Background: an optimization exercise with open tools, aiming at small area. Do not read the settings as production practice.
In this exercise RTL edits were held to simulation tests only and were not proved equivalent to the original.
Power and IR drop assume default switching activity.

==> flow/design.v <==
module pwm_prescaler #(
    parameter integer PSC_WIDTH = 16
)(
    input  wire                 clk_psc_i,
    input  wire                 rst_n_i,
    input  wire                 cen_i,
    input  wire [PSC_WIDTH-1:0] psc_preload_i,
    output reg                  ck_cnt_o
);
    reg [PSC_WIDTH-1:0] psc_counter_reg;
    reg [PSC_WIDTH-1:0] psc_shadow_reg;
    reg                 psc_loaded_reg;   
    wire psc_hit_w  = ~psc_loaded_reg | (psc_counter_reg == psc_shadow_reg);
    wire psc_zero_w = (psc_preload_i == {PSC_WIDTH{1'b0}});
    always @(posedge clk_psc_i) begin
        if (psc_hit_w && cen_i)
            psc_shadow_reg <= psc_preload_i;
    end
    always @(posedge clk_psc_i or negedge rst_n_i) begin
        if (!rst_n_i)
            psc_loaded_reg <= 1'b0;
        else if (cen_i)
            psc_loaded_reg <= 1'b1;
    end
    always @(posedge clk_psc_i) begin
        if (!cen_i || psc_zero_w || psc_hit_w)
            psc_counter_reg <= {PSC_WIDTH{1'b0}};
        else
            psc_counter_reg <= psc_counter_reg + 1'b1;
        ck_cnt_o <= cen_i & (psc_zero_w | psc_hit_w);
    end
endmodule
module pwm_counter #(
    parameter integer CNT_WIDTH = 16
)(
    input  wire                 clk_psc_i,
    input  wire                 rst_n_i,
    input  wire                 ck_cnt_i,
    input  wire                 cnt_en_i,
    input  wire [CNT_WIDTH-1:0] arr_preload_i,
    output reg  [CNT_WIDTH-1:0] cnt_o,
    output reg                  overflow_o,
    output reg                  inc_o,         
    output wire                 cnt_hi_zero_o,  
    output reg                  updated_o       
);
    reg [CNT_WIDTH-1:0] arr_shadow_reg;
    wire wrap_w = (cnt_o[CNT_WIDTH-1:1] == arr_shadow_reg[CNT_WIDTH-1:1]) &
                  (cnt_o[0] | ~arr_shadow_reg[0]);
    assign cnt_hi_zero_o = (cnt_o[CNT_WIDTH-1:1] == {(CNT_WIDTH-1){1'b0}});
    always @(posedge clk_psc_i) begin
        if (!cnt_en_i || overflow_o)
            arr_shadow_reg <= arr_preload_i;
    end
    always @(posedge clk_psc_i or negedge rst_n_i) begin
        if (!rst_n_i) begin
            cnt_o       <= {CNT_WIDTH{1'b0}};
            overflow_o  <= 1'b0;
        end else if (!cnt_en_i) begin
            cnt_o       <= {CNT_WIDTH{1'b0}};
            overflow_o  <= 1'b0;
        end else if (ck_cnt_i) begin
            if (wrap_w) begin
                cnt_o       <= {CNT_WIDTH{1'b0}};
                overflow_o  <= 1'b1;
            end else begin
                cnt_o       <= cnt_o + 1'b1;
                overflow_o  <= 1'b0;
            end
        end else begin
            overflow_o <= 1'b0;
        end
    end
    always @(posedge clk_psc_i or negedge rst_n_i) begin
        if (!rst_n_i)
            updated_o <= 1'b0;
        else if (overflow_o)
            updated_o <= 1'b1;
    end
    always @(posedge clk_psc_i)
        inc_o <= cnt_en_i & ck_cnt_i & ~wrap_w;
endmodule
module pwm_cmp_one #(
    parameter integer WIDTH = 16
)(
    input  wire             clk_psc_i,
    input  wire             rst_n_i,
    input  wire [WIDTH-1:0] cnt_i,
    input  wire             cnt_hi_zero_i,
    input  wire             inc_i,
    input  wire             updated_i,
    input  wire [WIDTH-1:0] cmp_i,
    input  wire             update_event_i,
    output reg              eq_o,
    output reg              gt_o
);
    reg [WIDTH-1:0] cmp_reg;
    always @(posedge clk_psc_i) begin
        if (update_event_i)
            cmp_reg <= cmp_i;
    end
    wire hi_eq_w  = updated_i ? (cnt_i[WIDTH-1:1] == cmp_reg[WIDTH-1:1]) : cnt_hi_zero_i;
    wire lo_eq_w  = ~updated_i ? ~cnt_i[0] : (cnt_i[0] == cmp_reg[0]);
    wire eq_w     = hi_eq_w & lo_eq_w;
    wire gt_w     = cnt_hi_zero_i ? (cnt_i[0] & hi_eq_w)
                                  : (gt_o | (inc_i & eq_o));
    always @(posedge clk_psc_i or negedge rst_n_i) begin
        if (!rst_n_i) begin
            eq_o <= 1'b0;
            gt_o <= 1'b0;
        end else begin
            eq_o <= eq_w;
            gt_o <= gt_w;
        end
    end
endmodule
module pwm_comparator #(
    parameter integer WIDTH = 16
)(
    input  wire                 clk_psc_i,
    input  wire                 rst_n_i,
    input  wire [WIDTH-1:0]     cnt_i,
    input  wire                 cnt_hi_zero_i,
    input  wire                 inc_i,
    input  wire                 updated_i,
    input  wire [WIDTH-1:0]     cmp_start_i,
    input  wire [WIDTH-1:0]     cmp_end_i,
    input  wire                 update_event_i,
    output wire                 cnt_eq_cmp_start_o,
    output wire                 cnt_gt_cmp_start_o,
    output wire                 cnt_eq_cmp_end_o,
    output wire                 cnt_gt_cmp_end_o
);
    pwm_cmp_one #(.WIDTH(WIDTH)) u_start (
        .clk_psc_i(clk_psc_i), .rst_n_i(rst_n_i),
        .cnt_i(cnt_i), .cnt_hi_zero_i(cnt_hi_zero_i), .inc_i(inc_i), .updated_i(updated_i),
        .cmp_i(cmp_start_i), .update_event_i(update_event_i),
        .eq_o(cnt_eq_cmp_start_o), .gt_o(cnt_gt_cmp_start_o)
    );
    pwm_cmp_one #(.WIDTH(WIDTH)) u_end (
        .clk_psc_i(clk_psc_i), .rst_n_i(rst_n_i),
        .cnt_i(cnt_i), .cnt_hi_zero_i(cnt_hi_zero_i), .inc_i(inc_i), .updated_i(updated_i),
        .cmp_i(cmp_end_i), .update_event_i(update_event_i),
        .eq_o(cnt_eq_cmp_end_o), .gt_o(cnt_gt_cmp_end_o)
    );
endmodule
module pwm_oc_refgen (
    input  wire clk_psc_i,           
    input  wire rst_n_i,             
    input  wire cmp_start_eq_i,      
    input  wire cmp_start_gt_i,      
    input  wire cmp_end_eq_i,        
    input  wire cmp_end_gt_i,        
    input  wire mode_i,              
    output reg  oc_a_ref_o,          
    output reg  oc_b_ref_o           
);
    always @(posedge clk_psc_i or negedge rst_n_i) begin
        if (!rst_n_i) begin
            oc_a_ref_o <= 1'b0;
            oc_b_ref_o <= 1'b0;
        end 
        else begin
            if (mode_i) begin
                if (cmp_start_eq_i) begin
                    oc_a_ref_o <= 1'b1;
                    oc_b_ref_o <= 1'b0;
                end 
                else if (cmp_end_eq_i) begin
                    oc_a_ref_o <= 1'b0;
                    oc_b_ref_o <= 1'b1;
                end
            end
            else begin
                if (cmp_start_eq_i)
                    oc_a_ref_o <= 1'b0;
                else if (cmp_start_gt_i)
                    oc_a_ref_o <= oc_a_ref_o;  
                else
                    oc_a_ref_o <= 1'b1;
                if (cmp_end_eq_i)
                    oc_b_ref_o <= 1'b0;
                else if (cmp_end_gt_i)
                    oc_b_ref_o <= oc_b_ref_o;  
                else
                    oc_b_ref_o <= 1'b1;
            end
        end
    end
endmodule
module pwm_oc_deadtime #(
    parameter integer WIDTH = 8
)(
    input  wire              clk_psc_i,
    input  wire              rst_n_i,
    input  wire              update_event_i,
    input  wire              updated_i,        
    input  wire              pwm_in_i,
    input  wire [WIDTH-1:0]  dtg_preload_i,
    output wire              pwm_high_o,
    output wire              pwm_low_o
);
    reg [WIDTH-1:0] dtg_shadow_r;
    always @(posedge clk_psc_i) begin
        if (update_event_i)
            dtg_shadow_r <= dtg_preload_i;
    end
    reg [WIDTH-1:0] dt_counter_r;
    reg             pwm_in_dly_r;
    wire edge_w = (pwm_in_dly_r != pwm_in_i);
    wire more_w = updated_i & (dt_counter_r < dtg_shadow_r);
    always @(posedge clk_psc_i) begin
        if (edge_w && more_w)
            dt_counter_r <= dt_counter_r + 1'b1;
        else
            dt_counter_r <= {WIDTH{1'b0}};
    end
    always @(posedge clk_psc_i or negedge rst_n_i) begin
        if (!rst_n_i)
            pwm_in_dly_r <= 1'b0;
        else if (edge_w && !more_w)
            pwm_in_dly_r <= pwm_in_i;
    end
    assign pwm_high_o =  pwm_in_dly_r &  pwm_in_i;
    assign pwm_low_o  = ~(pwm_in_dly_r |  pwm_in_i);
endmodule
module pwm_oc #(
    parameter integer DEADTIME_WIDTH = 8
)(
    input  wire clk_psc_i,            
    input  wire rst_n_i,              
    input  wire cmp_start_eq_i,       
    input  wire cmp_start_gt_i,       
    input  wire cmp_end_eq_i,         
    input  wire cmp_end_gt_i,         
    input  wire oc_mode_i,            
    input  wire dtg_src_sel_i,        
    input  wire update_event_i,       
    input  wire updated_i,            
    input  wire [DEADTIME_WIDTH-1:0] dtg_preload_i,  
    input  wire [1:0] oc_main_sel_i,  
    input  wire [1:0] oc_comp_sel_i,  
    input  wire oc_main_pol_i,        
    input  wire oc_comp_pol_i,        
    output wire oc_main_o,            
    output wire oc_comp_o             
);
    wire oc_ref_a_int;
    wire oc_ref_b_int;
    wire dtg_input_int;
    wire oc_main_dt_int;
    wire oc_comp_dt_int;
    pwm_oc_refgen u_oc_ref (
        .clk_psc_i       (clk_psc_i),
        .rst_n_i         (rst_n_i),
        .cmp_start_eq_i  (cmp_start_eq_i),
        .cmp_start_gt_i  (cmp_start_gt_i),
        .cmp_end_eq_i    (cmp_end_eq_i),
        .cmp_end_gt_i    (cmp_end_gt_i),
        .mode_i          (oc_mode_i),
        .oc_a_ref_o      (oc_ref_a_int),
        .oc_b_ref_o      (oc_ref_b_int)
    );
    assign dtg_input_int = (dtg_src_sel_i) ? oc_ref_a_int : oc_ref_b_int;
    pwm_oc_deadtime #(
        .WIDTH(DEADTIME_WIDTH)
    ) u_deadtime (
        .clk_psc_i    (clk_psc_i),
        .rst_n_i      (rst_n_i),
        .update_event_i(update_event_i),
        .updated_i    (updated_i),
        .pwm_in_i     (dtg_input_int),
        .dtg_preload_i(dtg_preload_i),
        .pwm_high_o   (oc_main_dt_int),
        .pwm_low_o    (oc_comp_dt_int)
    );
    reg oc_main_mux_int;
    reg oc_comp_mux_int;
    always @(*) begin
        case (oc_main_sel_i)
            2'b00: oc_main_mux_int = 1'b0;
            2'b01: oc_main_mux_int = oc_ref_a_int;
            2'b10: oc_main_mux_int = dtg_input_int;
            2'b11: oc_main_mux_int = oc_main_dt_int;
            default: oc_main_mux_int = 1'b0;
        endcase
        case (oc_comp_sel_i)
            2'b00: oc_comp_mux_int = 1'b0;
            2'b01: oc_comp_mux_int = oc_ref_b_int;
            2'b10: oc_comp_mux_int = dtg_input_int;
            2'b11: oc_comp_mux_int = oc_comp_dt_int;
            default: oc_comp_mux_int = 1'b0;
        endcase
    end
    assign oc_main_o = (oc_main_pol_i) ? ~oc_main_mux_int : oc_main_mux_int;
    assign oc_comp_o = (oc_comp_pol_i) ? ~oc_comp_mux_int : oc_comp_mux_int;
endmodule
module pwm_core #(
    parameter integer WIDTH = 16
)(
    input  wire                 clk_psc_i,
    input  wire                 rst_n_i,
    input  wire                 cnt_en_w,
    input  wire [WIDTH-1:0]     psc_preload_w,
    input  wire [WIDTH-1:0]     arr_preload_w,
    input  wire [WIDTH-1:0]     cmp_ch1_start_w,
    input  wire [WIDTH-1:0]     cmp_ch1_end_w,
    input  wire [WIDTH-1:0]     cmp_ch2_start_w,
    input  wire [WIDTH-1:0]     cmp_ch2_end_w,
    input  wire [7:0]           dtg_ch1_w,
    input  wire [7:0]           dtg_ch2_w,
    input  wire [WIDTH-1:0]     cfg_reg_ch1,
    input  wire [WIDTH-1:0]     cfg_reg_ch2,
    output wire                 pwm_ch1_a_o,
    output wire                 pwm_ch1_b_o,
    output wire                 pwm_ch2_a_o,
    output wire                 pwm_ch2_b_o
);
    wire ck_cnt_w;
    wire [WIDTH-1:0] cnt_val_w;
    wire overflow_w;
    wire inc_w;
    wire cnt_hi_zero_w;
    wire updated_w;
    pwm_prescaler #(
        .PSC_WIDTH(WIDTH)
    ) u_pwm_prescaler (
        .clk_psc_i(clk_psc_i),
        .rst_n_i(rst_n_i),
        .cen_i(cnt_en_w),
        .psc_preload_i(psc_preload_w),
        .ck_cnt_o(ck_cnt_w)
    );
    pwm_counter #(
        .CNT_WIDTH(WIDTH)
    ) u_pwm_counter (
        .clk_psc_i(clk_psc_i),
        .rst_n_i(rst_n_i),
        .ck_cnt_i(ck_cnt_w),
        .cnt_en_i(cnt_en_w),
        .arr_preload_i(arr_preload_w),
        .cnt_o(cnt_val_w),
        .overflow_o(overflow_w),
        .inc_o(inc_w),
        .cnt_hi_zero_o(cnt_hi_zero_w),
        .updated_o(updated_w)
    );
    wire cnt_eq_cmp_ch1_start_w;
    wire cnt_gt_cmp_ch1_start_w;
    wire cnt_eq_cmp_ch1_end_w;
    wire cnt_gt_cmp_ch1_end_w;
    pwm_comparator #(.WIDTH(WIDTH)) u_pwm_comparator_ch1 (
        .clk_psc_i(clk_psc_i),
        .rst_n_i(rst_n_i),
        .update_event_i(overflow_w),
        .cnt_i(cnt_val_w),
        .cnt_hi_zero_i(cnt_hi_zero_w),
        .inc_i(inc_w),
        .updated_i(updated_w),
        .cmp_start_i(cmp_ch1_start_w),
        .cmp_end_i(cmp_ch1_end_w),
        .cnt_eq_cmp_start_o(cnt_eq_cmp_ch1_start_w),
        .cnt_gt_cmp_start_o(cnt_gt_cmp_ch1_start_w),
        .cnt_eq_cmp_end_o(cnt_eq_cmp_ch1_end_w),
        .cnt_gt_cmp_end_o(cnt_gt_cmp_ch1_end_w)
    );
    wire oc_main_ch1_o;
    wire oc_comp_ch1_o;
    pwm_oc #(.DEADTIME_WIDTH(8)) u_pwm_oc_ch1 (
        .clk_psc_i(clk_psc_i),
        .rst_n_i(rst_n_i),
        .cmp_start_eq_i(cnt_eq_cmp_ch1_start_w),
        .cmp_start_gt_i(cnt_gt_cmp_ch1_start_w),
        .cmp_end_eq_i(cnt_eq_cmp_ch1_end_w),
        .cmp_end_gt_i(cnt_gt_cmp_ch1_end_w),
        .oc_mode_i(cfg_reg_ch1[0]),
        .dtg_src_sel_i(cfg_reg_ch1[1]),
        .update_event_i(overflow_w),
        .updated_i(updated_w),
        .dtg_preload_i(dtg_ch1_w),
        .oc_main_sel_i(cfg_reg_ch1[3:2]),
        .oc_comp_sel_i(cfg_reg_ch1[5:4]),
        .oc_main_pol_i(cfg_reg_ch1[6]),
        .oc_comp_pol_i(cfg_reg_ch1[7]),
        .oc_main_o(oc_main_ch1_o),
        .oc_comp_o(oc_comp_ch1_o)
    );
    assign pwm_ch1_a_o = oc_main_ch1_o;
    assign pwm_ch1_b_o = oc_comp_ch1_o;
    wire cnt_eq_cmp_ch2_start_w;
    wire cnt_gt_cmp_ch2_start_w;
    wire cnt_eq_cmp_ch2_end_w;
    wire cnt_gt_cmp_ch2_end_w;
    pwm_comparator #(.WIDTH(16)) u_pwm_comparator_ch2 (
        .clk_psc_i(clk_psc_i),
        .rst_n_i(rst_n_i),
        .update_event_i(overflow_w),
        .cnt_i(cnt_val_w),
        .cnt_hi_zero_i(cnt_hi_zero_w),
        .inc_i(inc_w),
        .updated_i(updated_w),
        .cmp_start_i(cmp_ch2_start_w),
        .cmp_end_i(cmp_ch2_end_w),
        .cnt_eq_cmp_start_o(cnt_eq_cmp_ch2_start_w),
        .cnt_gt_cmp_start_o(cnt_gt_cmp_ch2_start_w),
        .cnt_eq_cmp_end_o(cnt_eq_cmp_ch2_end_w),
        .cnt_gt_cmp_end_o(cnt_gt_cmp_ch2_end_w)
    );
    wire oc_main_ch2_o;
    wire oc_comp_ch2_o;
    pwm_oc #(.DEADTIME_WIDTH(8)) u_pwm_oc_ch2 (
        .clk_psc_i(clk_psc_i),
        .rst_n_i(rst_n_i),
        .cmp_start_eq_i(cnt_eq_cmp_ch2_start_w),
        .cmp_start_gt_i(cnt_gt_cmp_ch2_start_w),
        .cmp_end_eq_i(cnt_eq_cmp_ch2_end_w),
        .cmp_end_gt_i(cnt_gt_cmp_ch2_end_w),
        .oc_mode_i(cfg_reg_ch2[0]),
        .dtg_src_sel_i(cfg_reg_ch2[1]),
        .update_event_i(overflow_w),
        .updated_i(updated_w),
        .dtg_preload_i(dtg_ch2_w),
        .oc_main_sel_i(cfg_reg_ch2[3:2]),
        .oc_comp_sel_i(cfg_reg_ch2[5:4]),
        .oc_main_pol_i(cfg_reg_ch2[6]),
        .oc_comp_pol_i(cfg_reg_ch2[7]),
        .oc_main_o(oc_main_ch2_o),
        .oc_comp_o(oc_comp_ch2_o)
    );
    assign pwm_ch2_a_o = oc_main_ch2_o;
    assign pwm_ch2_b_o = oc_comp_ch2_o;
endmodule
module pwm_register #(
    parameter integer WIDTH = 16
)(
    input  wire              clk_psc_i,
    input  wire              rst_n_i,
    input  wire              wr_en_i,
    input  wire              rd_en_i,
    input  wire [7:0]        addr_i,
    input  wire [WIDTH-1:0]  wr_data_i,
    output reg  [WIDTH-1:0]  rd_data_o,
    output reg               cen_1_o,
    output reg  [WIDTH-1:0]  arr_preload_1_o,
    output reg  [WIDTH-1:0]  psc_preload_1_o,
    output reg  [WIDTH-1:0]  cmp_ch1_start_o, cmp_ch1_end_o, cfg_reg_ch1,
    output reg  [7:0]        dtg_ch1_o,
    output reg  [WIDTH-1:0]  cmp_ch2_start_o, cmp_ch2_end_o, cfg_reg_ch2,
    output reg  [7:0]        dtg_ch2_o,
    output reg               cen_2_o,
    output reg  [WIDTH-1:0]  arr_preload_2_o,
    output reg  [WIDTH-1:0]  psc_preload_2_o,
    output reg  [WIDTH-1:0]  cmp_ch3_start_o, cmp_ch3_end_o, cfg_reg_ch3,
    output reg  [7:0]        dtg_ch3_o,
    output reg  [WIDTH-1:0]  cmp_ch4_start_o, cmp_ch4_end_o, cfg_reg_ch4,
    output reg  [7:0]        dtg_ch4_o,
    output reg               cen_3_o,
    output reg  [WIDTH-1:0]  arr_preload_3_o,
    output reg  [WIDTH-1:0]  psc_preload_3_o,
    output reg  [WIDTH-1:0]  cmp_ch5_start_o, cmp_ch5_end_o, cfg_reg_ch5,
    output reg  [7:0]        dtg_ch5_o,
    output reg  [WIDTH-1:0]  cmp_ch6_start_o, cmp_ch6_end_o, cfg_reg_ch6,
    output reg  [7:0]        dtg_ch6_o,
    output reg               cen_4_o,
    output reg  [WIDTH-1:0]  arr_preload_4_o,
    output reg  [WIDTH-1:0]  psc_preload_4_o,
    output reg  [WIDTH-1:0]  cmp_ch7_start_o, cmp_ch7_end_o, cfg_reg_ch7,
    output reg  [7:0]        dtg_ch7_o,
    output reg  [WIDTH-1:0]  cmp_ch8_start_o, cmp_ch8_end_o, cfg_reg_ch8,
    output reg  [7:0]        dtg_ch8_o
);
    always @(posedge clk_psc_i or negedge rst_n_i) begin
        if (!rst_n_i) begin
            cen_1_o <= 1'b0;
            cen_2_o <= 1'b0;
            cen_3_o <= 1'b0;
            cen_4_o <= 1'b0;
            arr_preload_1_o <= {WIDTH{1'b1}};
            arr_preload_2_o <= {WIDTH{1'b1}};
            arr_preload_3_o <= {WIDTH{1'b1}};
            arr_preload_4_o <= {WIDTH{1'b1}};
            psc_preload_1_o <= {WIDTH{1'b0}};
            psc_preload_2_o <= {WIDTH{1'b0}};
            psc_preload_3_o <= {WIDTH{1'b0}};
            psc_preload_4_o <= {WIDTH{1'b0}};
            cmp_ch1_start_o <= {WIDTH{1'b0}}; cmp_ch1_end_o <= {WIDTH{1'b0}}; cfg_reg_ch1 <= {WIDTH{1'b0}}; dtg_ch1_o <= 8'd1;
            cmp_ch2_start_o <= {WIDTH{1'b0}}; cmp_ch2_end_o <= {WIDTH{1'b0}}; cfg_reg_ch2 <= {WIDTH{1'b0}}; dtg_ch2_o <= 8'd1;
            cmp_ch3_start_o <= {WIDTH{1'b0}}; cmp_ch3_end_o <= {WIDTH{1'b0}}; cfg_reg_ch3 <= {WIDTH{1'b0}}; dtg_ch3_o <= 8'd1;
            cmp_ch4_start_o <= {WIDTH{1'b0}}; cmp_ch4_end_o <= {WIDTH{1'b0}}; cfg_reg_ch4 <= {WIDTH{1'b0}}; dtg_ch4_o <= 8'd1;
            cmp_ch5_start_o <= {WIDTH{1'b0}}; cmp_ch5_end_o <= {WIDTH{1'b0}}; cfg_reg_ch5 <= {WIDTH{1'b0}}; dtg_ch5_o <= 8'd1;
            cmp_ch6_start_o <= {WIDTH{1'b0}}; cmp_ch6_end_o <= {WIDTH{1'b0}}; cfg_reg_ch6 <= {WIDTH{1'b0}}; dtg_ch6_o <= 8'd1;
            cmp_ch7_start_o <= {WIDTH{1'b0}}; cmp_ch7_end_o <= {WIDTH{1'b0}}; cfg_reg_ch7 <= {WIDTH{1'b0}}; dtg_ch7_o <= 8'd1;
            cmp_ch8_start_o <= {WIDTH{1'b0}}; cmp_ch8_end_o <= {WIDTH{1'b0}}; cfg_reg_ch8 <= {WIDTH{1'b0}}; dtg_ch8_o <= 8'd1;
        end else if (wr_en_i) begin
            case (addr_i)
                8'd0: {cen_4_o, cen_3_o, cen_2_o, cen_1_o} <= wr_data_i[3:0];
                8'd1: psc_preload_1_o <= wr_data_i; 
                8'd2: arr_preload_1_o <= wr_data_i;
                8'd3: psc_preload_2_o <= wr_data_i; 
                8'd4: arr_preload_2_o <= wr_data_i;
                8'd5: psc_preload_3_o <= wr_data_i; 
                8'd6: arr_preload_3_o <= wr_data_i;
                8'd7: psc_preload_4_o <= wr_data_i;
                8'd8: arr_preload_4_o <= wr_data_i;
                8'd10: cmp_ch1_start_o <= wr_data_i; 
                8'd11: cmp_ch1_end_o <= wr_data_i;
                8'd12: dtg_ch1_o <= wr_data_i[7:0];
				8'd13: cfg_reg_ch1 <= wr_data_i;
                8'd14: cmp_ch2_start_o <= wr_data_i;
				8'd15: cmp_ch2_end_o <= wr_data_i;
                8'd16: dtg_ch2_o <= wr_data_i[7:0];
				8'd17: cfg_reg_ch2 <= wr_data_i;
                8'd18: cmp_ch3_start_o <= wr_data_i;
				8'd19: cmp_ch3_end_o <= wr_data_i;
                8'd20: dtg_ch3_o <= wr_data_i[7:0];
				8'd21: cfg_reg_ch3 <= wr_data_i;
                8'd22: cmp_ch4_start_o <= wr_data_i;
				8'd23: cmp_ch4_end_o <= wr_data_i;
                8'd24: dtg_ch4_o <= wr_data_i[7:0];
				8'd25: cfg_reg_ch4 <= wr_data_i;
                8'd26: cmp_ch5_start_o <= wr_data_i;
				8'd27: cmp_ch5_end_o <= wr_data_i;
                8'd28: dtg_ch5_o <= wr_data_i[7:0];
				8'd29: cfg_reg_ch5 <= wr_data_i;
                8'd30: cmp_ch6_start_o <= wr_data_i;
				8'd31: cmp_ch6_end_o <= wr_data_i;
                8'd32: dtg_ch6_o <= wr_data_i[7:0];
				8'd33: cfg_reg_ch6 <= wr_data_i;
                8'd34: cmp_ch7_start_o <= wr_data_i;
				8'd35: cmp_ch7_end_o <= wr_data_i;
                8'd36: dtg_ch7_o <= wr_data_i[7:0];
				8'd37: cfg_reg_ch7 <= wr_data_i;
                8'd38: cmp_ch8_start_o <= wr_data_i;
				8'd39: cmp_ch8_end_o <= wr_data_i;
                8'd40: dtg_ch8_o <= wr_data_i[7:0];
				8'd41: cfg_reg_ch8 <= wr_data_i;
                default: ; 
            endcase
        end
    end
    always @(*) begin
        if (rd_en_i) begin
            case (addr_i)
                8'd0: rd_data_o = {{(WIDTH-4){1'b0}}, cen_4_o, cen_3_o, cen_2_o, cen_1_o};
                8'd1: rd_data_o = psc_preload_1_o;
				8'd2: rd_data_o = arr_preload_1_o;
                8'd3: rd_data_o = psc_preload_2_o;
				8'd4: rd_data_o = arr_preload_2_o;
                8'd5: rd_data_o = psc_preload_3_o;
				8'd6: rd_data_o = arr_preload_3_o;
                8'd7: rd_data_o = psc_preload_4_o;
				8'd8: rd_data_o = arr_preload_4_o;
                8'd10: rd_data_o = cmp_ch1_start_o;
				8'd11: rd_data_o = cmp_ch1_end_o;
                8'd12: rd_data_o = {{(WIDTH-8){1'b0}}, dtg_ch1_o};
				8'd13: rd_data_o = cfg_reg_ch1;
                8'd14: rd_data_o = cmp_ch2_start_o;
				8'd15: rd_data_o = cmp_ch2_end_o;
                8'd16: rd_data_o = {{(WIDTH-8){1'b0}}, dtg_ch2_o};
				8'd17: rd_data_o = cfg_reg_ch2;
                8'd18: rd_data_o = cmp_ch3_start_o;
				8'd19: rd_data_o = cmp_ch3_end_o;
                8'd20: rd_data_o = {{(WIDTH-8){1'b0}}, dtg_ch3_o};
				8'd21: rd_data_o = cfg_reg_ch3;
                8'd22: rd_data_o = cmp_ch4_start_o;
				8'd23: rd_data_o = cmp_ch4_end_o;
                8'd24: rd_data_o = {{(WIDTH-8){1'b0}}, dtg_ch4_o};
				8'd25: rd_data_o = cfg_reg_ch4;
                8'd26: rd_data_o = cmp_ch5_start_o;
				8'd27: rd_data_o = cmp_ch5_end_o;
                8'd28: rd_data_o = {{(WIDTH-8){1'b0}}, dtg_ch5_o};
				8'd29: rd_data_o = cfg_reg_ch5;
                8'd30: rd_data_o = cmp_ch6_start_o;
				8'd31: rd_data_o = cmp_ch6_end_o;
                8'd32: rd_data_o = {{(WIDTH-8){1'b0}}, dtg_ch6_o};
				8'd33: rd_data_o = cfg_reg_ch6;
                8'd34: rd_data_o = cmp_ch7_start_o;
				8'd35: rd_data_o = cmp_ch7_end_o;
                8'd36: rd_data_o = {{(WIDTH-8){1'b0}}, dtg_ch7_o};
				8'd37: rd_data_o = cfg_reg_ch7;
                8'd38: rd_data_o = cmp_ch8_start_o;
				8'd39: rd_data_o = cmp_ch8_end_o;
                8'd40: rd_data_o = {{(WIDTH-8){1'b0}}, dtg_ch8_o};
				8'd41: rd_data_o = cfg_reg_ch8;
                default: rd_data_o = {WIDTH{1'b0}};
            endcase
        end else begin
            rd_data_o = {WIDTH{1'b0}};
        end
    end
endmodule
module pwm_top #(
    parameter integer WIDTH = 16
)(
    input  wire              clk_psc_i,      
    input  wire              rst_n_i,        
    input  wire [7:0]        addr_i,
    input  wire [15:0]       wdata_i,
    output wire [15:0]       rdata_o,
    input  wire              wr_en_i,
    input  wire              rd_en_i,
    output wire              pwm_ch1_a_o, pwm_ch1_b_o,
    output wire              pwm_ch2_a_o, pwm_ch2_b_o,
    output wire              pwm_ch3_a_o, pwm_ch3_b_o,
    output wire              pwm_ch4_a_o, pwm_ch4_b_o,
    output wire              pwm_ch5_a_o, pwm_ch5_b_o,
    output wire              pwm_ch6_a_o, pwm_ch6_b_o,
    output wire              pwm_ch7_a_o, pwm_ch7_b_o,
    output wire              pwm_ch8_a_o, pwm_ch8_b_o
);
    wire                cnt_en_1_w;
    wire [WIDTH-1:0]    psc_preload_1_w;
    wire [WIDTH-1:0]    arr_preload_1_w;
    wire [WIDTH-1:0]    cfg_reg_ch1;
    wire [WIDTH-1:0]    cmp_ch1_start_w, cmp_ch1_end_w;
    wire [7:0]          dtg_ch1_w;
    wire [WIDTH-1:0]    cfg_reg_ch2;
    wire [WIDTH-1:0]    cmp_ch2_start_w, cmp_ch2_end_w;
    wire [7:0]          dtg_ch2_w;
    wire                cnt_en_2_w;
    wire [WIDTH-1:0]    psc_preload_2_w;
    wire [WIDTH-1:0]    arr_preload_2_w;
    wire [WIDTH-1:0]    cfg_reg_ch3;
    wire [WIDTH-1:0]    cmp_ch3_start_w, cmp_ch3_end_w;
    wire [7:0]          dtg_ch3_w;
    wire [WIDTH-1:0]    cfg_reg_ch4;
    wire [WIDTH-1:0]    cmp_ch4_start_w, cmp_ch4_end_w;
    wire [7:0]          dtg_ch4_w;
    wire                cnt_en_3_w;
    wire [WIDTH-1:0]    psc_preload_3_w;
    wire [WIDTH-1:0]    arr_preload_3_w;
    wire [WIDTH-1:0]    cfg_reg_ch5;
    wire [WIDTH-1:0]    cmp_ch5_start_w, cmp_ch5_end_w;
    wire [7:0]          dtg_ch5_w;
    wire [WIDTH-1:0]    cfg_reg_ch6;
    wire [WIDTH-1:0]    cmp_ch6_start_w, cmp_ch6_end_w;
    wire [7:0]          dtg_ch6_w;
    wire                cnt_en_4_w;
    wire [WIDTH-1:0]    psc_preload_4_w;
    wire [WIDTH-1:0]    arr_preload_4_w;
    wire [WIDTH-1:0]    cfg_reg_ch7;
    wire [WIDTH-1:0]    cmp_ch7_start_w, cmp_ch7_end_w;
    wire [7:0]          dtg_ch7_w;
    wire [WIDTH-1:0]    cfg_reg_ch8;
    wire [WIDTH-1:0]    cmp_ch8_start_w, cmp_ch8_end_w;
    wire [7:0]          dtg_ch8_w;
    pwm_register #(
        .WIDTH(WIDTH)
    ) u_pwm_register (
        .clk_psc_i(clk_psc_i),
        .rst_n_i(rst_n_i),
        .wr_en_i(wr_en_i),
        .rd_en_i(rd_en_i),
        .addr_i(addr_i),
        .wr_data_i(wdata_i),
        .rd_data_o(rdata_o),
        .cen_1_o(cnt_en_1_w),
        .arr_preload_1_o(arr_preload_1_w),
        .psc_preload_1_o(psc_preload_1_w),
        .cmp_ch1_start_o(cmp_ch1_start_w),
        .cmp_ch1_end_o(cmp_ch1_end_w),
        .cfg_reg_ch1(cfg_reg_ch1),
        .dtg_ch1_o(dtg_ch1_w),
        .cmp_ch2_start_o(cmp_ch2_start_w),
        .cmp_ch2_end_o(cmp_ch2_end_w),
        .cfg_reg_ch2(cfg_reg_ch2),
        .dtg_ch2_o(dtg_ch2_w),
        .cen_2_o(cnt_en_2_w),
        .arr_preload_2_o(arr_preload_2_w),
        .psc_preload_2_o(psc_preload_2_w),
        .cmp_ch3_start_o(cmp_ch3_start_w),
        .cmp_ch3_end_o(cmp_ch3_end_w),
        .cfg_reg_ch3(cfg_reg_ch3),
        .dtg_ch3_o(dtg_ch3_w),
        .cmp_ch4_start_o(cmp_ch4_start_w),
        .cmp_ch4_end_o(cmp_ch4_end_w),
        .cfg_reg_ch4(cfg_reg_ch4),
        .dtg_ch4_o(dtg_ch4_w),
        .cen_3_o(cnt_en_3_w),
        .arr_preload_3_o(arr_preload_3_w),
        .psc_preload_3_o(psc_preload_3_w),
        .cmp_ch5_start_o(cmp_ch5_start_w),
        .cmp_ch5_end_o(cmp_ch5_end_w),
        .cfg_reg_ch5(cfg_reg_ch5),
        .dtg_ch5_o(dtg_ch5_w),
        .cmp_ch6_start_o(cmp_ch6_start_w),
        .cmp_ch6_end_o(cmp_ch6_end_w),
        .cfg_reg_ch6(cfg_reg_ch6),
        .dtg_ch6_o(dtg_ch6_w),
        .cen_4_o(cnt_en_4_w),
        .arr_preload_4_o(arr_preload_4_w),
        .psc_preload_4_o(psc_preload_4_w),
        .cmp_ch7_start_o(cmp_ch7_start_w),
        .cmp_ch7_end_o(cmp_ch7_end_w),
        .cfg_reg_ch7(cfg_reg_ch7),
        .dtg_ch7_o(dtg_ch7_w),
        .cmp_ch8_start_o(cmp_ch8_start_w),
        .cmp_ch8_end_o(cmp_ch8_end_w),
        .cfg_reg_ch8(cfg_reg_ch8),
        .dtg_ch8_o(dtg_ch8_w)
    );
    pwm_core u_pwm_core_1 (
        .clk_psc_i       (clk_psc_i),
        .rst_n_i         (rst_n_i),
        .cnt_en_w        (cnt_en_1_w),
        .psc_preload_w   (psc_preload_1_w),
        .arr_preload_w   (arr_preload_1_w),
        .cmp_ch1_start_w (cmp_ch1_start_w),
        .cmp_ch1_end_w   (cmp_ch1_end_w),
        .cmp_ch2_start_w (cmp_ch2_start_w),
        .cmp_ch2_end_w   (cmp_ch2_end_w),
        .dtg_ch1_w       (dtg_ch1_w),
        .dtg_ch2_w       (dtg_ch2_w),
        .cfg_reg_ch1     (cfg_reg_ch1),
        .cfg_reg_ch2     (cfg_reg_ch2),
        .pwm_ch1_a_o     (pwm_ch1_a_o),
        .pwm_ch1_b_o     (pwm_ch1_b_o),
        .pwm_ch2_a_o     (pwm_ch2_a_o),
        .pwm_ch2_b_o     (pwm_ch2_b_o)
    );
    pwm_core u_pwm_core_2 (
        .clk_psc_i       (clk_psc_i),
        .rst_n_i         (rst_n_i),
        .cnt_en_w        (cnt_en_2_w),
        .psc_preload_w   (psc_preload_2_w),
        .arr_preload_w   (arr_preload_2_w),
        .cmp_ch1_start_w (cmp_ch3_start_w),
        .cmp_ch1_end_w   (cmp_ch3_end_w),
        .cmp_ch2_start_w (cmp_ch4_start_w),
        .cmp_ch2_end_w   (cmp_ch4_end_w),
        .dtg_ch1_w       (dtg_ch3_w),
        .dtg_ch2_w       (dtg_ch4_w),
        .cfg_reg_ch1     (cfg_reg_ch3),
        .cfg_reg_ch2     (cfg_reg_ch4),
        .pwm_ch1_a_o     (pwm_ch3_a_o),
        .pwm_ch1_b_o     (pwm_ch3_b_o),
        .pwm_ch2_a_o     (pwm_ch4_a_o),
        .pwm_ch2_b_o     (pwm_ch4_b_o)
    );
    pwm_core u_pwm_core_3 (
        .clk_psc_i       (clk_psc_i),
        .rst_n_i         (rst_n_i),
        .cnt_en_w        (cnt_en_3_w),
        .psc_preload_w   (psc_preload_3_w),
        .arr_preload_w   (arr_preload_3_w),
        .cmp_ch1_start_w (cmp_ch5_start_w),
        .cmp_ch1_end_w   (cmp_ch5_end_w),
        .cmp_ch2_start_w (cmp_ch6_start_w),
        .cmp_ch2_end_w   (cmp_ch6_end_w),
        .dtg_ch1_w       (dtg_ch5_w),
        .dtg_ch2_w       (dtg_ch6_w),
        .cfg_reg_ch1     (cfg_reg_ch5),
        .cfg_reg_ch2     (cfg_reg_ch6),
        .pwm_ch1_a_o     (pwm_ch5_a_o),
        .pwm_ch1_b_o     (pwm_ch5_b_o),
        .pwm_ch2_a_o     (pwm_ch6_a_o),
        .pwm_ch2_b_o     (pwm_ch6_b_o)
    );
    pwm_core u_pwm_core_4 (
        .clk_psc_i       (clk_psc_i),
        .rst_n_i         (rst_n_i),
        .cnt_en_w        (cnt_en_4_w),
        .psc_preload_w   (psc_preload_4_w),
        .arr_preload_w   (arr_preload_4_w),
        .cmp_ch1_start_w (cmp_ch7_start_w),
        .cmp_ch1_end_w   (cmp_ch7_end_w),
        .cmp_ch2_start_w (cmp_ch8_start_w),
        .cmp_ch2_end_w   (cmp_ch8_end_w),
        .dtg_ch1_w       (dtg_ch7_w),
        .dtg_ch2_w       (dtg_ch8_w),
        .cfg_reg_ch1     (cfg_reg_ch7),
        .cfg_reg_ch2     (cfg_reg_ch8),
        .pwm_ch1_a_o     (pwm_ch7_a_o),
        .pwm_ch1_b_o     (pwm_ch7_b_o),
        .pwm_ch2_a_o     (pwm_ch8_a_o),
        .pwm_ch2_b_o     (pwm_ch8_b_o)
    );
endmodule
==> flow/flow/run.sh <==
#!/bin/bash
# Own layout flow: the standard flow (standard.sh) with two changes:
#  1. synthesis maps the logic with an area-oriented ABC script (flow/abc_area.script)
#     instead of ORFS's; everything before ABC (including the flip-flop mapping) and
#     after it is ORFS's synthesis as synth_recipe.tcl runs it.
#  2. CTS runs without dummy loads.
# Each tool's full output goes to a log file in this folder (run_*.log) and ORFS's logs.
set -euo pipefail
cd "$(dirname "$0")/.."
WORK=$PWD
mkdir -p "$WORK/myflow"

# synth.tcl with the ABC script swapped for ours
sed 's#^source $::env(SCRIPTS_DIR)/synth_preamble.tcl#source $::env(SCRIPTS_DIR)/synth_preamble.tcl\nset abc_args [lreplace $abc_args 1 1 '"$WORK"'/flow/abc_area.script]#' \
  "$FLOW_HOME/scripts/synth.tcl" > "$WORK/myflow/synth.tcl"
grep -q "flow/abc_area.script" "$WORK/myflow/synth.tcl"
sed 's#source $::env(SCRIPTS_DIR)/synth.tcl#source '"$WORK"'/myflow/synth.tcl#' \
  "$WORK/synth_recipe.tcl" > "$WORK/myflow/synth_recipe.tcl"
grep -q "myflow/synth.tcl" "$WORK/myflow/synth_recipe.tcl"

# standard.sh with our synthesis script and CTS arguments
CTS_ARGS="-sink_clustering_enable -repair_clock_nets -dont_use_dummy_load -sink_clustering_size 24 -sink_clustering_max_diameter 80 -buf_list sky130_fd_sc_hd__clkbuf_16"
sed -e "s#SYNTH_SCRIPT=[^ ]*synth_recipe.tcl#SYNTH_SCRIPT=$WORK/myflow/synth_recipe.tcl 'CTS_ARGS=$CTS_ARGS'#" \
  "$WORK/standard.sh" > "$WORK/myflow/standard.sh"
grep -q "myflow/synth_recipe.tcl" "$WORK/myflow/standard.sh"

bash "$WORK/myflow/standard.sh" > "$WORK/run_standard.log" 2>&1
==> flow/flow/abc_area.script <==
strash
dch -f
amap
strash
dch -f
amap
strash
dch -f
amap
topo
stime -c
buffer -c
upsize -c
dnsize -c
==> flow/standard.sh <==
#!/bin/bash
# synth_recipe.tcl (not shown) runs the flow's synth.tcl, then flattens the netlist and writes it again
# the make line also repeats each setting of config.mk as NAME=value (left out here)
make -C /OpenROAD-flow-scripts/flow DESIGN_CONFIG=/design/flow/config.mk WORK_HOME=/design/flow/orfs CLKGATE_MAP_FILE= SYNTH_SCRIPT=/design/flow/synth_recipe.tcl "${@:-finish}"
==> flow/config.mk <==
export PLATFORM = sky130hd
export DESIGN_NAME = pwm_top
export DESIGN_NICKNAME = pwm_top
export VERILOG_FILES = /design/flow/design.v
export SDC_FILE = /design/flow/constraint.sdc
export NUM_CORES = 4
export LEC_CHECK = 0
export CAP_MARGIN = 20
export CORE_MARGIN = 2
export CORE_UTILIZATION = 70
export CTS_BUF_LIST = sky130_fd_sc_hd__clkbuf_16
export CTS_CLUSTER_DIAMETER = 80
export CTS_CLUSTER_SIZE = 24
export SLEW_MARGIN = 20
==> flow/constraint.sdc <==
create_clock -name core_clock -period 10.0 [get_ports {clk_psc_i}]
set_input_delay 2.0000 -clock core_clock [delete_from_list [all_inputs] [get_ports {clk_psc_i}]]
set_output_delay 2.0000 -clock core_clock [all_outputs]
set_load 0.01 [all_outputs]
==> flow_summary.ini, run 1 <==
[sta]
fmax_mhz = 113
worst_hold_slack_ps = 457
setup_ws_ps = 1180
setup_viol_count_final = 0
period_share_pct = 88.2
period_minus_slack_ps = 8820
slew_headroom_pct = 16.5
hold_viol_final = 0
worstMarginPinSlew_ps = 1250
skew_ps = 24.5
finalMaxSlewViolations = 0
rsz0062_at_grt = no
fin_tns_setup_ps = 0

[route]
ant_nets = 0
drc = 0
dr_total_vias = 45000
drt_wl_total_um = 203000
drt_iter0_markers = 8821
dr.pass1.iters = 15
avgViaCountPerCell = 7.69
wire_per_inst_um = 34.8

[power]
ir_worst_vdd_mv = 0.200
leakagePower_nw = 23.3
power_switching_mw = 2.96
p_int_mw = 7.46
power.share.clock_pct = 25.6
sw_frac_of_total_pct = 28.4
pwr-share-comb_pct = 12.9
power_density_nw_per_um2 = 179
power_frac_seq_pct = 61.5

[layout]
stdcell_count = 5847
drive_gt1_share_pct = 5.33
n_fill_cell = 4739
synthToLayoutAreaGrowth_pct = 5.46
final_core_util_pct = 74.9
nets = 4926

[yosys]
synth_edf_count = 448
synth_xor_area_share_pct = 0.0635
ys_seq_area_share_pct = 61.8
synth.distinct_cells = 64
ys.warnings.count = 7
dominantRegCellSynth = dfrtp_1
synth_top_area_share_pct = 29.0
synth_compound_area_share_pct = 22.5
synth_top_family_by_area = compound AO/OA/AOI/OAI gates
synth_area_per_cell_um2 = 11.3
synthAdderAreaFrac_pct = 2.18
synth_area_leaders = dfrtp_1 (29%), edfxtp_1 (24%), o22a_1 (7.7%), dfxtp_1 (4.9%), nor2_1 (3.7%)
synthCells = 4862
muxShareOfSynthArea_pct = 0
ys_seq_elements = 1296
synth_async_sr_flop_share_pct = 54.9
synthesis.area_um2 = 55200
yosys.area.top_type = dfrtp_1
synth.net_count = 4986
synthSimpleGateAreaFrac_pct = 8.85

[clocking]
cts.clk_slew.worst_paths_ps = 100
cts_sinks = 1296
clockBufferDepth = 3
cts_hold_buf = 0
h-tree-depth = 2
cts_setup_buffers = 0
insertion_delay_ps = 680
numCtsBuffers = 60
clockRootBuffer = clkbuf_16
cts.repair.resized = 0
cts_tree = done

[grt]
grtUsageTotal_pct = 49.9
grt_max_degree = 185
globalRouteOverflowTotal = 0
grt_pass1_wl_um = 292000
grt_pass1_vias = 42400
antenna_found_initial = 21

[setup_path]
crit_arrival_ps = 6820
worstReg2RegEnd = u_pwm_core_2.u_pwm_counter.cnt_o[14]
path_class = in2out
cp-end-kind = output port
worstPathCellList = clkdlybuf4s50_1 -> or2_2 -> or3_1 -> nor2_1 -> inv_1 -> nor2b_1 -> a2111oi_0 -> o211ai_1 -> a2111oi_0 -> a31oi_1 -> clkdlybuf4s50_1
timing.rr.start = u_pwm_core_2.u_pwm_counter.cnt_o[15]
max_stage_delay_ps = 860
cp_max_fo = 15
slowest_stage = a2111oi_0
startpoint_type = input port
reg2reg_depth = 11
required_ps = 8000
rrSetupSlack_ps = 6330

[place]
dp_slack_ps = 1560
gp_congestion = 1.08
placed_cells = 5779
io_buffers = 59
hpwl_um = 143000

[min_path]
hold_start = u_pwm_register.cmp_ch7_start_o[11]
hold_path.class = reg2reg
worstHoldPathCells = 0

[die]
die_h_um = 285
die_w_um = 285
start_util_pct = 71.0
die-area_um2 = 81100
core-area_um2 = 77700
pin_count = 60
num_rows = 102

[status]
status = timing/DRC/antenna clean

[job]
cap_violations = 0
metal layers:
| metal | vias to the layer above | share of wire [%] | track usage, % | routed length (um) |
|---|---|---|---|---|
| met5 | - | 0.075 | 0 | 153 |
| met1 | 21600 | 34 | 64.9 | 69300 |
| met2 | 4181 | 42 | 71.6 | 85000 |
| li1 | 18100 | - | - | - |
| met4 | 26 | 7.9 | 29.8 | 16100 |
| met3 | 1009 | 16 | 19.4 | 32900 |
synth_stat cells, types with 90 or more instances:
library cell / number
nor2_1: 551
o22ai_1: 117
o22a_1: 487
ha_1: 96
o21ai_0: 178
dfrtp_1: 640
a21oi_1: 290
inv_1: 395
edfxtp_1: 448
clkbuf_1: 235
dfxtp_1: 136
nand2_1: 269
a22oi_1: 90
worst max path at each step:
| stage | cells after the start | start | slack, ps | endpoint |
|---|---|---|---|---|
| floorplan | 13 | addr_i[7] | 3700 | rdata_o[1] |
| detailed placement | 17 | addr_i[7] | 1560 | rdata_o[5] |
| global route | 11 | addr_i[7] | 1190 | rdata_o[15] |
| CTS | 17 | addr_i[7] | 1550 | rdata_o[5] |
| finish | 11 | addr_i[7] | 1180 | rdata_o[15] |
| global placement | 17 | addr_i[6] | 1600 | rdata_o[5] |
critical path, delay by kind of cell:
kind | cells | cell delay (ps)
AO/OA/AOI/OAI | 4 | 2370
buffers and inverters | 3 | 1310
AND/OR/NAND/NOR | 4 | 1130
final cells by class:
| class | count | area [um2] | area share, % |
|---|---|---|---|
| diodes | 7 | 17.5 | 0.0301 |
| flip-flops and latches | 1296 | 34100 | 58.6 |
| inverters | 426 | 1600 | 2.75 |
| repair buffers | 129 | 1110 | 1.91 |
| multi-input cells | 2889 | 18600 | 31.9 |
| clock buffers | 60 | 1500 | 2.58 |
| well taps | 1040 | 1300 | 2.24 |
logic make-up (layout without fill, tap and decap cells):
family / count (synthesis) / in the layout
AO/OA/AOI/OAI: 1670 / 1670
flip-flops: 1296 / 1296
AND/OR/NAND/NOR: 1119 / 1119
buffers and inverters: 677 / 615
adder cells (fa/ha/maj): 96 / 96
XOR/XNOR: 4 / 4
other: 0 / 7
metrics by stage:
step | total power, mW | area, um2
after floorplan | 7.04 | 55200
after global placement | 7.67 | 56600
after detailed placement | 7.75 | 56600
after CTS | 10.3 | 58100
after global routing | 10.7 | 58200
final | 10.4 | 58200
placed cells by master (no fill, tap or decap), drive strengths merged, types with 87 or more instances in the layout:
master,synthesis,routed
nor2,551,551
buf,16,87
dfrtp,640,640
inv,399,399
dfxtp,136,136
a21oi,290,290
o22a,487,487
edfxtp,448,448
o22ai,117,117
nand2,269,269
a22oi,91,91
o21ai,179,179
ha,96,96
power by group through the flow:
stage | Clock (mW) | Sequential, mW | Combinational, mW
4_1_cts | 2.63 | 6.35 | 1.31
2_1_floorplan | 0 | 6.18 | 0.850
6_report | 2.67 | 6.40 | 1.35
3_3_place_gp | 0 | 6.45 | 1.22
5_1_grt | 2.81 | 6.40 | 1.46
3_5_place_dp | 0 | 6.46 | 1.29
==> run 2, diff against run 1 <==
==> flow/flow/abc_area.script (replaced) <==
strash
dch -f
amap
strash
dch -f
amap
--- a/flow/config.mk
+++ b/flow/config.mk
@@ -7,7 +7,7 @@
 export LEC_CHECK = 0
 export CAP_MARGIN = 20
 export CORE_MARGIN = 2
-export CORE_UTILIZATION = 70
+export CORE_UTILIZATION = 45
 export CTS_BUF_LIST = sky130_fd_sc_hd__clkbuf_16
 export CTS_CLUSTER_DIAMETER = 80
 export CTS_CLUSTER_SIZE = 24
==> flow_summary.ini, run 2 <==
[setup_path]
crit_arrival_ps = 6860
cp-end-kind = output port
required_ps = 8000
max_stage_delay_ps = 850
crit_family = buffers and inverters
rrSetupSlack_ps = 6520
startpoint_type = input port
cp_max_fo = 10
worstPathBufferInverterCount = 4
worstPathCellList = clkdlybuf4s50_1 -> clkinv_1 -> nand4_1 -> or2_0 -> buf_4 -> o22ai_1 -> nor4_1 -> o2111ai_1 -> nor4_1 -> a31oi_1 -> clkdlybuf4s50_1
slowest_stage = clkdlybuf4s50_1
path_class = in2out

[route]
avgViaCountPerCell = 6.27
dr_total_vias = 44200
dr.pass1.iters = 8
drt_iter0_markers = 6075
wire_per_inst_um = 29.6
ant_nets = 0
drc = 0
drt_wl_total_um = 208000

[min_path]
hold_path.class = reg2reg

[clocking]
clockBufferDepth = 3
cts.repair.resized = 0
cts_setup_buffers = 0
insertion_delay_ps = 690
clockRootBuffer = clkbuf_16
cts_tree = done
h-tree-depth = 3
cts_sinks = 1296
numCtsBuffers = 70
cts.clk_slew.worst_paths_ps = 100
cts_hold_buf = 0

[layout]
stdcell_count = 7046
drive_gt1_share_pct = 4.89
mostFrequentLayoutCells = clkinv_1 (897), o22ai_1 (833), dfrtp_1 (636), nor2_1 (612), edfxtp_1 (448)
nets = 5542
post-route-cell-area_um2 = 60100
mostFrequentLayoutCell = clkinv_1
synthToLayoutAreaGrowth_pct = 9.56

[sta]
setup_ws_ps = 1140
hold_viol_final = 0
fin_tns_setup_ps = 0
worstMarginPinSlew_ps = 1130
fmax_mhz = 113
rsz0062_at_grt = no
skew_ps = 52.1
period_share_pct = 88.6
slew_headroom_pct = 24.2
setup_viol_count_final = 0
period_minus_slack_ps = 8860
finalMaxSlewViolations = 0

[place]
placed_area_um2 = 58300
hpwl_um = 151000
dp_slack_ps = 1440
gp_congestion = 1.08
placed_cells = 6970
io_buffers = 59

[grt]
use_met1_pct = 47.5
top_usage_layer = met1
grt_max_degree = 130
grtUsageMet2_pct = 47.4
grt_pass1_wl_um = 297000
met3_usage_pct = 8.43
grtUsageTotal_pct = 32.9
grt_pass1_vias = 40800
globalRouteOverflowTotal = 0
antenna_found_initial = 13

[die]
die_w_um = 353
die-area_um2 = 125000
start_util_pct = 45.2
num_rows = 128
pin_count = 60
die_h_um = 353
core-area_um2 = 121000

[yosys]
synth_commonest_cells = clkinv_1 (906), o22ai_1 (833), dfrtp_1 (640)
synth_area_per_cell_um2 = 10.6
synth_xor_area_share_pct = 0.112
muxShareOfSynthArea_pct = 0
ys.warnings.count = 7
synth.net_count = 5309
dominantRegCellSynth = dfrtp_1
synth_async_sr_flop_share_pct = 54.9
synth_top_area_share_pct = 29.2
synthSimpleGateAreaFrac_pct = 10.3
synthesis.area_um2 = 54900
yosys.area.top_type = dfrtp_1
synth_compound_area_share_pct = 19.1
synth_area_leaders = dfrtp_1 (29%), edfxtp_1 (25%), o22ai_1 (9.5%), clkinv_1 (6.2%), dfxtp_1 (5.0%)
synth_edf_count = 448
synthCells = 5185
synth_top_family_by_area = compound AO/OA/AOI/OAI gates
synth_most_common_cell = clkinv_1
synthAdderAreaFrac_pct = 2.19
ys_seq_elements = 1296
synth.distinct_cells = 51
ys_seq_area_share_pct = 62.1

[power]
leakagePower_nw = 21.4
power_density_nw_per_um2 = 173
ir_worst_vdd_mv = 0.116
p_total_mw = 10.4

[job]
cap_violations = 0

[status]
status = timing/DRC/antenna clean
run 2: layer usage:
metal  share of wire, %  routed length [um]
met1                 42               87000
met2                 42               87800
met3                 11               23400
met4                4.8                9950
met5              0.053                 111
run 2: worst paths after layout:
kind | depth (start not counted) | from | end
worst max-delay path | 11 | addr_i[3] | rdata_o[8]
worst min-delay path | 0 | u_pwm_register.cmp_ch2_start_o[5] | flop
min in group asynchronous | 1 | rst_n_i | u_pwm_register.psc_preload_3_o[3]
worst max register to register | 14 | u_pwm_core_4.u_pwm_counter.cnt_o[2] | u_pwm_core_4.u_pwm_counter.cnt_o[15]
max in group asynchronous | 3 | rst_n_i | u_pwm_register.dtg_ch2_o[5]
worst min register to register | 0 | u_pwm_register.cmp_ch2_start_o[5] | flop
run 2: report_power, final:
| group | leakage, nW | total, mW | switching, mW | internal, mW |
|---|---|---|---|---|
| logic | 8.31 | 1.34 | 0.921 | 0.415 |
| clock network | 0.863 | 2.95 | 1.69 | 1.25 |
| registers | 12.2 | 6.12 | 0.267 | 5.86 |
run 2: cell families after synthesis:
family | Yosys count
AOI/OAI and AO/OA | 1611
DFF | 1296
and+or+nand+nor | 1269
buffers and inverters | 906
adders and majority gates | 96
xor gates and xnor gates | 7
run 2: per-stage QoR:
step | hold slack (ps) | utilization [%]
2_1_floorplan | 430 | -
6_report | 420 | 49.5
5_1_grt | 415 | 49.5
4_1_cts | 410 | 49.5
3_3_place_gp | 434 | 48.0
3_5_place_dp | 437 | 48.0
run 2: area by class of cell:
| type | count | area [um2] |
|---|---|---|
| fill | 11200 | 61300 |
| sequential | 1296 | 34100 |
| multi-input combinational | 2983 | 17400 |
| inverter | 906 | 3410 |
| tap | 1625 | 2030 |
| clock buffer | 70 | 1750 |
| timing repair buffer | 161 | 1410 |
| antenna | 5 | 12.5 |
run 2: worst reg2reg max path: cells and delay by family, from the launching register on:
family                 cells  cell delay, ps
AOI/OAI and AO/OA          1              70
buffers and inverters      4             800
DFF                        1             460
and+or+nand+nor            9            2000
==> run 3, diff against run 2 <==
--- a/flow/design.v
+++ b/flow/design.v
@@ -52,23 +52,14 @@
         if (!cnt_en_i || overflow_o)
             arr_shadow_reg <= arr_preload_i;
     end
+    wire clr_w = ~cnt_en_i | (ck_cnt_i & wrap_w);
     always @(posedge clk_psc_i or negedge rst_n_i) begin
         if (!rst_n_i) begin
             cnt_o       <= {CNT_WIDTH{1'b0}};
             overflow_o  <= 1'b0;
-        end else if (!cnt_en_i) begin
-            cnt_o       <= {CNT_WIDTH{1'b0}};
-            overflow_o  <= 1'b0;
-        end else if (ck_cnt_i) begin
-            if (wrap_w) begin
-                cnt_o       <= {CNT_WIDTH{1'b0}};
-                overflow_o  <= 1'b1;
-            end else begin
-                cnt_o       <= cnt_o + 1'b1;
-                overflow_o  <= 1'b0;
-            end
         end else begin
-            overflow_o <= 1'b0;
+            cnt_o       <= clr_w ? {CNT_WIDTH{1'b0}} : cnt_o + {{(CNT_WIDTH-1){1'b0}}, ck_cnt_i};
+            overflow_o  <= cnt_en_i & ck_cnt_i & wrap_w;
         end
     end
     always @(posedge clk_psc_i or negedge rst_n_i) begin
@@ -208,7 +199,14 @@
     reg [WIDTH-1:0] dt_counter_r;
     reg             pwm_in_dly_r;
     wire edge_w = (pwm_in_dly_r != pwm_in_i);
-    wire more_w = updated_i & (dt_counter_r < dtg_shadow_r);
+    reg lt_r;
+    integer k;
+    always @(*) begin
+        lt_r = 1'b0;
+        for (k = 0; k < WIDTH; k = k + 1)
+            lt_r = dt_counter_r[k] ? (dtg_shadow_r[k] & lt_r) : (dtg_shadow_r[k] | lt_r);
+    end
+    wire more_w = updated_i & lt_r;
     always @(posedge clk_psc_i) begin
         if (edge_w && more_w)
             dt_counter_r <= dt_counter_r + 1'b1;
--- a/flow/flow/run.sh
+++ b/flow/flow/run.sh
@@ -1,9 +1,10 @@
 #!/bin/bash
-# Own layout flow: the standard flow (standard.sh) with two changes:
+# Own layout flow: the standard flow (standard.sh) with these changes:
 #  1. synthesis maps the logic with an area-oriented ABC script (flow/abc_area.script)
 #     instead of ORFS's; everything before ABC (including the flip-flop mapping) and
-#     after it is ORFS's synthesis as synth_recipe.tcl runs it.
-#  2. CTS runs without dummy loads.
+#     after it is ORFS's synthesis as synth_recipe.tcl runs it;
+#  2. CTS runs without dummy loads;
+#  3. the port buffers are buf_1 cells.
 # Each tool's full output goes to a log file in this folder (run_*.log) and ORFS's logs.
 set -euo pipefail
 cd "$(dirname "$0")/.."
@@ -18,9 +19,10 @@
   "$WORK/synth_recipe.tcl" > "$WORK/myflow/synth_recipe.tcl"
 grep -q "myflow/synth.tcl" "$WORK/myflow/synth_recipe.tcl"
 
-# standard.sh with our synthesis script and CTS arguments
+# standard.sh with our synthesis script, CTS arguments and port buffer cell
 CTS_ARGS="-sink_clustering_enable -repair_clock_nets -dont_use_dummy_load -sink_clustering_size 24 -sink_clustering_max_diameter 80 -buf_list sky130_fd_sc_hd__clkbuf_16"
-sed -e "s#SYNTH_SCRIPT=[^ ]*synth_recipe.tcl#SYNTH_SCRIPT=$WORK/myflow/synth_recipe.tcl 'CTS_ARGS=$CTS_ARGS'#" \
+BPA="-buffer_cell sky130_fd_sc_hd__buf_1"
+sed -e "s#SYNTH_SCRIPT=[^ ]*synth_recipe.tcl#SYNTH_SCRIPT=$WORK/myflow/synth_recipe.tcl 'CTS_ARGS=$CTS_ARGS' 'BUFFER_PORTS_ARGS=$BPA'#" \
   "$WORK/standard.sh" > "$WORK/myflow/standard.sh"
 grep -q "myflow/synth_recipe.tcl" "$WORK/myflow/standard.sh"
 
==> flow/flow/abc_area.script (replaced) <==
strash
dch -f
amap
strash
dch -f
amap
strash
dch -f
amap
topo
stime -c
buffer -c
upsize -c
dnsize -c
--- a/flow/config.mk
+++ b/flow/config.mk
@@ -7,7 +7,7 @@
 export LEC_CHECK = 0
 export CAP_MARGIN = 20
 export CORE_MARGIN = 2
-export CORE_UTILIZATION = 45
+export CORE_UTILIZATION = 62
 export CTS_BUF_LIST = sky130_fd_sc_hd__clkbuf_16
 export CTS_CLUSTER_DIAMETER = 80
 export CTS_CLUSTER_SIZE = 24
==> flow_summary.ini, run 3 <==
[route]
top_layer = met5
wire_per_inst_um = 32.6
dr_total_vias = 42400
ant_nets = 0
avgViaCountPerCell = 7.06
drt_wl_total_um = 196000
dr_wl_met3_um = 25000
drt_iter0_markers = 7097
wl_met1_um = 72700
wl_met2_um = 82900
drc = 0
dr.pass1.iters = 13

[setup_path]
crit_arrival_ps = 5940
startpoint_type = input port
worstReg2RegEnd = u_pwm_core_2.u_pwm_comparator_ch1.u_start.eq_o
rrSetupSlack_ps = 6730
path_class = in2out
cp-end-kind = output port
required_ps = 8000
reg2reg_depth = 10
endpoint = rdata_o[4]
cp_max_fo = 16
crit_start = addr_i[7]
timing.rr.start = u_pwm_core_2.u_pwm_counter.cnt_o[14]

[sta]
fin_tns_setup_ps = 0
fmax_mhz = 126
period_share_pct = 79.4
setup_viol_count_final = 0
worstMarginPinSlew_ps = 1150
skew_ps = 63.6
slew_headroom_pct = 23.4
rsz0062_at_grt = no
finalMaxSlewViolations = 0
hold_viol_final = 0
period_minus_slack_ps = 7940

[min_path]
worstHoldPathCells = 0
hold_path.class = reg2reg

[yosys]
synth_area_leaders = dfrtp_1 (29%), edfxtp_1 (25%), o22a_1 (5.8%), dfxtp_1 (5.0%), nor2_1 (4.4%)
synth.distinct_cells = 73
synth_commonest_cells = nor2_1 (642), dfrtp_1 (640), edfxtp_1 (448)
synth_async_sr_flop_share_pct = 54.9
yosys.area.top_type = dfrtp_1
ys.warnings.count = 7
synthesis.area_um2 = 54400
synth_area_per_cell_um2 = 11.1
dominantRegCellSynth = dfrtp_1
synthCells = 4882
synth.net_count = 4954
ys_seq_area_share_pct = 62.7
synth_top_area_share_pct = 29.4
synth_edf_count = 448
ys_seq_elements = 1296
synth_most_common_cell = nor2_1

[clocking]
h-tree-depth = 3
clockBufferDepth = 3
insertion_delay_ps = 650
clockRootBuffer = clkbuf_16
cts_hold_buf = 0
cts.clk_slew.worst_paths_ps = 100
numCtsBuffers = 66
cts_tree = done
cts_setup_buffers = 0
cts.repair.resized = 0
cts_sinks = 1296

[place]
io_buffers = 59
placed_cells = 5942
hpwl_um = 140000
gp_congestion = 1.10

[die]
num_rows = 108
die_w_um = 300
start_util_pct = 62.6
pin_count = 60
die_h_um = 300
die-area_um2 = 90100
core-area_um2 = 86900

[layout]
nets = 4928
mostFrequentLayoutCell = nor2_1
mostFrequentLayoutCells = nor2_1 (641), dfrtp_1 (636), edfxtp_1 (448), a21oi_1 (390), inv_1 (384)
n_fill_cell = 6585
synthToLayoutAreaGrowth_pct = 5.76
drive_gt1_share_pct = 6.08
stdcell_count = 6012

[power]
leakagePower_nw = 22.6
power_density_nw_per_um2 = 181
p_total_mw = 10.4
ir_worst_vdd_mv = 0.165

[grt]
antenna_found_initial = 14
globalRouteOverflowTotal = 0
grt_max_degree = 167
grt_pass1_wl_um = 279000
grtUsageTotal_pct = 43.4
grt_pass1_vias = 39100

[job]
cap_violations = 0

[status]
status = timing/DRC/antenna clean
[run 3: changes by cell type in the layout (fill, tap and decap cells not counted), moves of 57 or more]
cell             previous run  this run
o22a_1                     15       361
a21oi_1                   185       390
clkinv_1                  897        26
clkdlybuf4s50_1            58         0
a22oi_1                    21        78
nor4_1                     94        33
a222oi_1                    3        83
o22ai_1                   833       138
inv_1                       0       384
[run 3: cells by family after synthesis]
kind of cell / after synthesis / share of synthesized area (%)
buffers and inverters: 652 / 4.55
adders and majority gates: 44 / 1.01
DFF: 1296 / 62.7
and+or+nand+nor: 1260 / 10.1
xor gates and xnor gates: 3 / 0.0483
AOI/OAI and AO/OA: 1627 / 21.7
[run 3: power breakdown]
| group | switching (mW) | internal [mW] |
|---|---|---|
| Combinational | 0.775 | 0.435 |
| Clock | 1.63 | 1.19 |
| Sequential | 0.498 | 5.87 |
[run 3: worst min path at each step]
| stage | start | end | slack [ps] |
|---|---|---|---|
| after floorplan | flop | flop | 420 |
| after global placement | u_pwm_register.dtg_ch2_o[7] | flop | 430 |
| after detailed placement | u_pwm_register.psc_preload_2_o[14] | u_pwm_core_2.u_pwm_prescaler.psc_shadow_reg[14] | 430 |
| after CTS | u_pwm_register.dtg_ch4_o[7] | flop | 430 |
| after global routing | u_pwm_register.dtg_ch4_o[7] | flop | 440 |
| final | u_pwm_register.dtg_ch4_o[7] | flop | 430 |
[run 3: stage by stage]
step                utilization [%]  hold WS, ps  area (um2)  setup WS, ps
finish                         66.2          431       57500          2060
floorplan                         -          417       54400          3940
global placement               64.3          426       55800          2490
CTS                            66.2          434       57500          2230
global route                   66.2          439       57500          1960
detailed placement             64.3          431       55800          2270
[run 3: area by class of cell]
type	instances	area [um2]	share of cell area (%)
multi-input combinational	2934	17800	31.0
timing repair buffer	141	910	1.58
clock buffer	66	1650	2.87
inverter	417	1570	2.73
antenna	3	7.51	0.0130
tap	1155	1450	2.51
sequential	1296	34100	59.3
[run 3: worst max-delay path: stages]
cell	delay (ps)
buf_1	60
or2_2	110
nor2_1	40
nand2_1	560
nor2_1	140
buf_4	260
a222oi_1	420
o2111ai_1	170
a2111oi_0	730
o2111ai_1	310
a2111oi_0	560
a21oi_1	340
buf_1	220
[run 3: layer usage]
layer  track usage [%]  vias to the layer above
met5                 0                        -
met4              25.6                       22
met1              57.9                    20800
li1                  -                    18200
met2              63.2                     2768
met3              13.2                      668

-- re-timing with driven ports --
The results above use ideal ports. As a check the final layouts listed here were re-extracted and re-timed, cells and wires unchanged. Step 1: set_driving_cell puts a clkbuf_16 on clk_psc_i and a buf_2 on each other input, an assumption about the parent block. Step 2, shift: input delay + t, output delay - t, t = (earliest + latest rising clock arrival at the registers) / 2. This alone moves slack from input paths to output paths. Three values: no drivers, after step 1, after step 2; two values: the first two.
run | t, ns | setup WS [ns] | latest minus earliest clock arrival (ns) | worst register clock-pin slew, ns | pins driven straight from the clock port
run 1 | 0.744 | 1.183 / 1.160 / 1.160 | 0.031 / 0.031 | 0.10 / 0.10 | 1
run 2 | 0.754 | 1.136 / 1.053 / 1.053 | 0.063 / 0.063 | 0.10 / 0.10 | 1
run 3 | 0.703 | 2.061 / 2.039 / 2.039 | 0.073 / 0.072 | 0.10 / 0.10 | 1
After both steps setup and hold are still met in every run listed. The setup slack of run 2, which loses most, moves by -0.083 ns with the drivers and by -0.083 ns with both steps.
